Context: an optimization exercise on an open-source flow, tuned for small area. The choices shown serve that exercise and are no tape-out recipe. The RTL was checked by simulation tests, not by an equivalence proof against the original design. No activity file was given, so power comes from the tool's default toggle rates.

==> flow/design.v <==
module mul_obj_check (
    input  wire         sys_clk,
    input  wire         sys_rst_n,
    input  wire         pre_hs,
    input  wire         pre_vs,
    input  wire         pre_wr_en,
    input  wire         pre_1bit,
    output wire         mul_hs,
    output wire         mul_vs,
    output wire         mul_wr_en,
    output wire [9:0]   mul_x,      
    output wire [9:0]   mul_y,
    output wire [639:0] box,        
    output reg  [3:0]   box_cnt,
    output reg          box_full
);
    reg [2:0] vs_reg, hs_reg, wr_en_reg;
    reg       vs_fall, vs_rise;
    reg       pre_1bit_r;
    reg [9:0] cnt_x, cnt_y;
    reg [15:0] tar_flag;
    reg [3:0]  tar_cnt;
    reg        full;
    wire vs_r    = vs_reg[0];
    wire wr_en_r = wr_en_reg[0];
    always @(posedge sys_clk or negedge sys_rst_n) begin
        if (!sys_rst_n) begin
            vs_reg <= 3'd0;
            hs_reg <= 3'd0;
            wr_en_reg <= 3'd0;
        end else begin
            vs_reg <= {vs_reg[1:0], pre_vs};
            hs_reg <= {hs_reg[1:0], pre_hs};
            wr_en_reg <= {wr_en_reg[1:0], pre_wr_en};
        end
    end
    always @(posedge sys_clk) pre_1bit_r <= pre_1bit;
    assign mul_hs = hs_reg[2];
    assign mul_vs = vs_reg[2];
    assign mul_wr_en = wr_en_reg[2];
    always @(posedge sys_clk or negedge sys_rst_n) begin
        if (!sys_rst_n) begin
            vs_fall <= 1'b0;
            vs_rise <= 1'b0;
        end else if (!pre_vs && vs_r) begin
            vs_fall <= 1'b1;
        end else if (!vs_r && pre_vs) begin
            vs_rise <= 1'b1;
        end else begin
            vs_fall <= 1'b0;
            vs_rise <= 1'b0;
        end
    end
    always @(posedge sys_clk or negedge sys_rst_n) begin
        if (!sys_rst_n) begin
            cnt_x <= 10'd0;
            cnt_y <= 10'd0;
        end else if (pre_wr_en) begin
            if (cnt_x != 10'd799) begin
                cnt_x <= cnt_x + 10'd1;
            end else begin
                cnt_x <= 10'd0;
                cnt_y <= (cnt_y != 10'd599) ? cnt_y + 10'd1 : 10'd0;
            end
        end
    end
    wire [1:0]  lag = wr_en_reg[0] + wr_en_reg[1] + wr_en_reg[2];
    wire [10:0] bx = {1'b0, cnt_x} - {9'd0, lag};
    assign mul_x = bx[10] ? bx[9:0] + 10'd800 : bx[9:0];
    assign mul_y = !bx[10] ? cnt_y : (cnt_y == 10'd0) ? 10'd599 : cnt_y - 10'd1;
    wire field_valid = (cnt_x > 10'd20) && (cnt_x < 10'd780) && (cnt_y > 10'd15) && (cnt_y < 10'd585);
    wire s1 = pre_wr_en && !pre_1bit && field_valid;
    wire s2 = wr_en_r && !pre_1bit_r && field_valid;
    wire tf_all = &tar_flag;
    wire tf_any = |tar_flag;
    wire proc = s2 && tf_any;               
    wire new_slot = !vs_fall && s2 && tf_all;
    wire widen = !vs_fall && s2 && tf_any && !tf_all;
    wire [9:0] x2 = cnt_x - 10'd1;
    wire [9:0] xp = cnt_x + 10'd100;
    wire [9:0] xm = (cnt_x >= 10'd100) ? cnt_x - 10'd100 : 10'd0;
    wire [9:0] yp = cnt_y + 10'd100;
    wire [9:0] ym = (cnt_y >= 10'd100) ? cnt_y - 10'd100 : 10'd0;
    wire [9:0] op_l = proc ? x2 : xp;
    wire [9:0] op_r = proc ? x2 : xm;
    wire [9:0] op_u = proc ? cnt_y : yp;
    wire [9:0] op_d = proc ? cnt_y : ym;
    function automatic lt10(input [9:0] a, input [9:0] b);
        integer n;
        reg c;
        begin
            c = 1'b0;
            for (n = 0; n < 10; n = n + 1)
                c = (a[n] ^ b[n]) ? b[n] : c;
            lt10 = c;
        end
    endfunction
    reg [9:0] xmin [15:0];
    reg [9:0] xmax [15:0];
    reg [9:0] ymin [15:0];
    reg [9:0] ymax [15:0];
    wire [15:0] valid, outside, lt_l, gt_r, lt_u, gt_d;
    genvar i;
    generate for (i = 0; i < 16; i = i + 1) begin : sl
        assign valid[i] = full || (tar_cnt > i);
        assign lt_l[i] = lt10(op_l, xmin[i]);
        assign gt_r[i] = lt10(xmax[i], op_r);
        assign lt_u[i] = lt10(op_u, ymin[i]);
        assign gt_d[i] = lt10(ymax[i], op_d);
        assign outside[i] = lt_l[i] | gt_r[i] | lt_u[i] | gt_d[i];
        wire here = widen && !tar_flag[i];
        wire nw = new_slot && (tar_cnt == i);
        wire e_l = nw || (here && lt_l[i]);
        wire e_r = nw || (here && !lt_l[i] && gt_r[i]);
        wire e_d = nw || (here && !lt_l[i] && !gt_r[i] && gt_d[i]);
        wire e_u = nw || (here && !lt_l[i] && !gt_r[i] && !gt_d[i] && lt_u[i]);
        always @(posedge sys_clk) begin
            if (e_l) xmin[i] <= x2;
            if (e_r) xmax[i] <= x2;
            if (e_d) ymax[i] <= cnt_y;
            if (e_u) ymin[i] <= cnt_y;
        end
        reg [39:0] out;
        always @(posedge sys_clk) begin
            if (vs_rise) out <= {ymax[i], xmax[i], ymin[i], xmin[i]};
        end
        assign box[40*i +: 40] = out;
    end endgenerate
    always @(posedge sys_clk or negedge sys_rst_n) begin
        if (!sys_rst_n) begin
            tar_flag <= 16'd0;
            tar_cnt <= 4'd0;
            full <= 1'b0;
        end else if (vs_fall) begin
            tar_flag <= 16'd0;
            tar_cnt <= 4'd0;
            full <= 1'b0;
        end else begin
            if (s1 && !proc && !tf_all)
                tar_flag <= ~valid | outside;
            else
                tar_flag <= 16'd0;
            if (new_slot) begin
                tar_cnt <= tar_cnt + 4'd1;
                if (tar_cnt == 4'd15) full <= 1'b1;
            end
        end
    end
    always @(posedge sys_clk or negedge sys_rst_n) begin
        if (!sys_rst_n) begin
            box_cnt <= 4'd0;
            box_full <= 1'b0;
        end else if (vs_rise) begin
            box_cnt <= tar_cnt;
            box_full <= full;
        end
    end
endmodule
module boundary_fusion (
    input  wire         sys_clk,
    input  wire         sys_rst_n,
    input  wire         pre_wr_en,
    input  wire [9:0]   cnt_x,      
    input  wire [9:0]   cnt_y,
    input  wire         pre_hs,
    input  wire         pre_vs,
    input  wire [639:0] box,
    input  wire [3:0]   box_cnt,
    input  wire         box_full,
    input  wire [15:0]  cam_data,
    output reg  [15:0]  fusion_rgb565,
    output reg          fusion_hs,
    output reg          fusion_vs,
    output reg          fusion_wr_en,
    output wire [7:0]   obj_num
);
    wire field_valid = (cnt_x > 10'd20) && (cnt_x < 10'd780) && (cnt_y > 10'd20) && (cnt_y < 10'd585);
    function automatic [1:0] cmp10(input [9:0] a, input [9:0] b);
        integer n;
        reg c, e;
        reg [9:0] d;
        begin
            d = a ^ b;
            c = 1'b0;
            for (n = 0; n < 10; n = n + 1)
                c = d[n] ? b[n] : c;
            cmp10 = {c, ~|d};
        end
    endfunction
    wire [15:0] hit;
    genvar i;
    generate for (i = 0; i < 16; i = i + 1) begin : sl
        wire [9:0] xl = box[40*i +: 10];
        wire [9:0] yu = box[40*i+10 +: 10];
        wire [9:0] xr = box[40*i+20 +: 10];
        wire [9:0] yd = box[40*i+30 +: 10];
        wire valid = box_full || (box_cnt > i);
        wire [1:0] cl = cmp10(cnt_x, xl);
        wire [1:0] cr = cmp10(xr, cnt_x);
        wire [1:0] cu = cmp10(cnt_y, yu);
        wire [1:0] cd = cmp10(yd, cnt_y);
        assign hit[i] = valid && !cl[1] && !cr[1] && !cu[1] && !cd[1] && (cl[0] || cr[0] || cu[0] || cd[0]);
    end endgenerate
    reg red;
    always @(posedge sys_clk or negedge sys_rst_n) begin
        if (!sys_rst_n) begin
            red <= 1'b0;
            fusion_rgb565 <= 16'd0;
            fusion_hs <= 1'b0;
            fusion_vs <= 1'b0;
            fusion_wr_en <= 1'b0;
        end else begin
            red <= field_valid && (hit != 16'd0);
            fusion_rgb565 <= red ? 16'hF800 : cam_data;
            fusion_hs <= pre_hs;
            fusion_vs <= pre_vs;
            fusion_wr_en <= pre_wr_en;
        end
    end
    reg [4:0] num_r, num;
    reg [1:0] cnt_wait;
    always @(posedge sys_clk or negedge sys_rst_n) begin
        if (!sys_rst_n) begin
            num_r <= 5'd0;
            num <= 5'd0;
            cnt_wait <= 2'd0;
        end else begin
            num_r <= {box_full, box_full ? 4'd0 : box_cnt};
            if (num_r != 5'd0 || cnt_wait == 2'd2) num <= num_r;
            cnt_wait <= (cnt_wait == 2'd2) ? 2'd0 : cnt_wait + 2'd1;
        end
    end
    assign obj_num = {3'd0, num};
endmodule
module obj_track (
    input  wire        sys_clk,
    input  wire        sys_rst_n,
    input  wire        pre_hs,
    input  wire        pre_vs,
    input  wire        pre_wr_en,
    input  wire        pre_1bit,
    input  wire [15:0] cam_data,
    output wire [15:0] fusion_rgb565,
    output wire        fusion_hs,
    output wire        fusion_vs,
    output wire        fusion_wr_en,
    output wire [7:0]  obj_num
);
    wire         mul_hs, mul_vs, mul_wr_en;
    wire [9:0]   mul_x, mul_y;
    wire [639:0] box;
    wire [3:0]   box_cnt;
    wire         box_full;
    mul_obj_check u_mul_obj_check (
        .sys_clk   (sys_clk),
        .sys_rst_n (sys_rst_n),
        .pre_hs    (pre_hs),
        .pre_vs    (pre_vs),
        .pre_wr_en (pre_wr_en),
        .pre_1bit  (pre_1bit),
        .mul_hs    (mul_hs),
        .mul_vs    (mul_vs),
        .mul_wr_en (mul_wr_en),
        .mul_x     (mul_x),
        .mul_y     (mul_y),
        .box       (box),
        .box_cnt   (box_cnt),
        .box_full  (box_full)
    );
    boundary_fusion u_boundary_fusion (
        .sys_clk       (sys_clk),
        .sys_rst_n     (sys_rst_n),
        .pre_wr_en     (mul_wr_en),
        .cnt_x         (mul_x),
        .cnt_y         (mul_y),
        .pre_hs        (mul_hs),
        .pre_vs        (mul_vs),
        .box           (box),
        .box_cnt       (box_cnt),
        .box_full      (box_full),
        .cam_data      (cam_data),
        .fusion_rgb565 (fusion_rgb565),
        .fusion_hs     (fusion_hs),
        .fusion_vs     (fusion_vs),
        .fusion_wr_en  (fusion_wr_en),
        .obj_num       (obj_num)
    );
endmodule
export LEC_CHECK = 0
export CAP_MARGIN = 20
export CORE_MARGIN = 2
export CORE_UTILIZATION = 60
export CTS_BUF_LIST = sky130_fd_sc_hd__clkbuf_8
export CTS_CLUSTER_DIAMETER = 60
export CTS_CLUSTER_SIZE = 16
export PLACE_DENSITY = 0.7
export SLEW_MARGIN = 20
create_clock -name core_clock -period 8.0 [get_ports {sys_clk}]
standard.sh (not shown) runs the stock make flow with config.mk's settings and CLKGATE_MAP_FILE= SYNTH_SCRIPT=/design/flow/synth_recipe.tcl, a recipe that flattens the netlist after the stock synthesis.
==> flow/flow/run.sh <==
#!/bin/bash
# Layout flow: the standard flow (standard.sh), with one change in synthesis:
# the combinational logic is mapped by ABC with an area-oriented script
# (flow/area.abc) instead of ORFS's speed script. Everything else in
# synthesis (register mapping, flatten, renaming) is the standard flow's own script.
set -euo pipefail
W=$(pwd)
# ORFS synth.tcl with only the ABC script path replaced
sed 's#^\(\s*\)log_cmd abc {\*}$abc_args#\1set abc_args [lreplace $abc_args 1 1 '"$W"'/flow/area.abc]\n\1log_cmd abc {*}$abc_args#' \
    "$FLOW_HOME/scripts/synth.tcl" > "$W/synth_area.tcl"
grep -q "flow/area.abc" "$W/synth_area.tcl"
# The standard flow's synthesis script, sourcing the edited synth.tcl
sed "s#source \$::env(SCRIPTS_DIR)/synth.tcl#source $W/synth_area.tcl#" "$W/synth_recipe.tcl" > "$W/synth_flow.tcl"
grep -q "synth_area.tcl" "$W/synth_flow.tcl"
bash "$W/standard.sh" SYNTH_SCRIPT="$W/synth_flow.tcl" finish > "$W/make_finish.log" 2>&1
==> flow/flow/area.abc <==
strash
&get -n
&fraig -x
&put
dc2
strash
&get -n
&dch -f
&nf -R 1000
&put
strash
dc2
&get -n
&dch -f
&nf -R 1000
&put
strash
&get -n
&dch -f
&nf -R 2000 -E 500
&put
The starting point finished with timing, DRC and antenna clean.
Rerun with:
==> flow/flow/area.abc (replaced) <==
strash
&get -n
&fraig -x
&put
dc2
strash
&get -n
&dch -f
&nf -R 1000
&put
strash
dc2
&get -n
&dch -f
&nf -R 1000
&put
Settings changed: CTS_BUF_LIST sky130_fd_sc_hd__clkbuf_8 to sky130_fd_sc_hd__clkbuf_16, CTS_CLUSTER_DIAMETER 60 to 75, CTS_CLUSTER_SIZE 16 to 28.
What happened:
- The new run finished clean
- worst setup slack gains 570 ps
- non-clock buffer count is lower by 50
- hold slack gains 22 ps
- power is lower by a few percent
- clock power shrinks by a few percent
- sequential cell count does not change
- die area rises slightly
- wire length came out lower by a few percent
- synthesized cell count went up by a few percent
- cell area drops slightly
Rerun with:
--- a/flow/flow/area.abc
+++ b/flow/flow/area.abc
@@ -16 +16,6 @@
 &put
+strash
+&get -n
+&dch -f
+&nf -R 2000 -E 500
+&put
Worst setup slack gets worse by 510 ps.
Sequential cell count does not change.
Final cell count shrinks by 0.66%.
Total power grows by 4.0%.
Area after synthesis shrinks by 0.59%.
Global-route usage grows by 2.3 points.
Clock power grows by 9.4%.
Rerun with:
==> flow/flow/area.abc (replaced) <==
strash
&get -n
&fraig -x
&put
dc2
strash
&get -n
&dch -f
&nf -R 1000
&put
strash
dc2
&get -n
&dch -f
&nf -R 1000
&put
Settings changed: CORE_UTILIZATION 60 to 75, CTS_CLUSTER_DIAMETER 75 to 60, PLACE_DENSITY 0.7 to 0.85.
After rerunning: Core utilization rises by 17 points. Global-route usage rises by 12 points. Sequential power hardly moves. First-iteration DRC count rises by about 33%. Clock power rises by about 21%. Critical path depth rises by 4. Power rises by about 5%. Design area rises by 0.66%. Routed wire length rises by 4.2%. Clock-buffer cell count rises by 14.
Rerun with:
Settings changed: CORE_UTILIZATION 75 to 60, CTS_CLUSTER_DIAMETER 60 to 70, CTS_CLUSTER_SIZE 28 to 24, PLACE_DENSITY 0.85 to 0.7.
=> The new run finished with timing, DRC and antenna clean; via count drops by 8.6%; sequential share of layout area climbs by 0.23 points; sequential power hardly moves; hold slack loses 6.9 ps; sequential cell count is unchanged; clock power drops by 13%.

==> separate check: timing with driven ports <==
How much do the figures lean on ideal ports? The routed layouts below were timed once more, with nothing changed but the port constraints. Step 1 assumes that a clkbuf_16 drives the clock port and a buf_2 every other input. Step 2 times the ports against the registers' clock, not the clock port: input delays grow and output delays shrink by t, the midpoint of the rising clock arrivals with the driver on. Slacks: no drivers / after step 1 / after step 2; pairs: no drivers / after step 1.
run | t (ns) | setup slack, ns | clock arrival spread, ns | worst data-port slew with drivers (ns) | cell pins on the clock port's net
the first run | 0.883 | 0.311 / 0.311 / 0.311 | 0.052 / 0.052 | 0.05 | 1
the second run | 0.805 | 0.878 / 0.878 / 0.878 | 0.043 / 0.043 | 0.04 | 1
the third run | 0.750 | 0.366 / 0.366 / 0.366 | 0.045 / 0.044 | 0.05 | 1
the fourth run | 0.766 | 0.602 / 0.602 / 0.602 | 0.049 / 0.049 | 0.04 | 1
the fifth run | 0.757 | 0.835 / 0.835 / 0.835 | 0.038 / 0.038 | 0.04 | 1
After both steps every run listed still meets setup and hold.
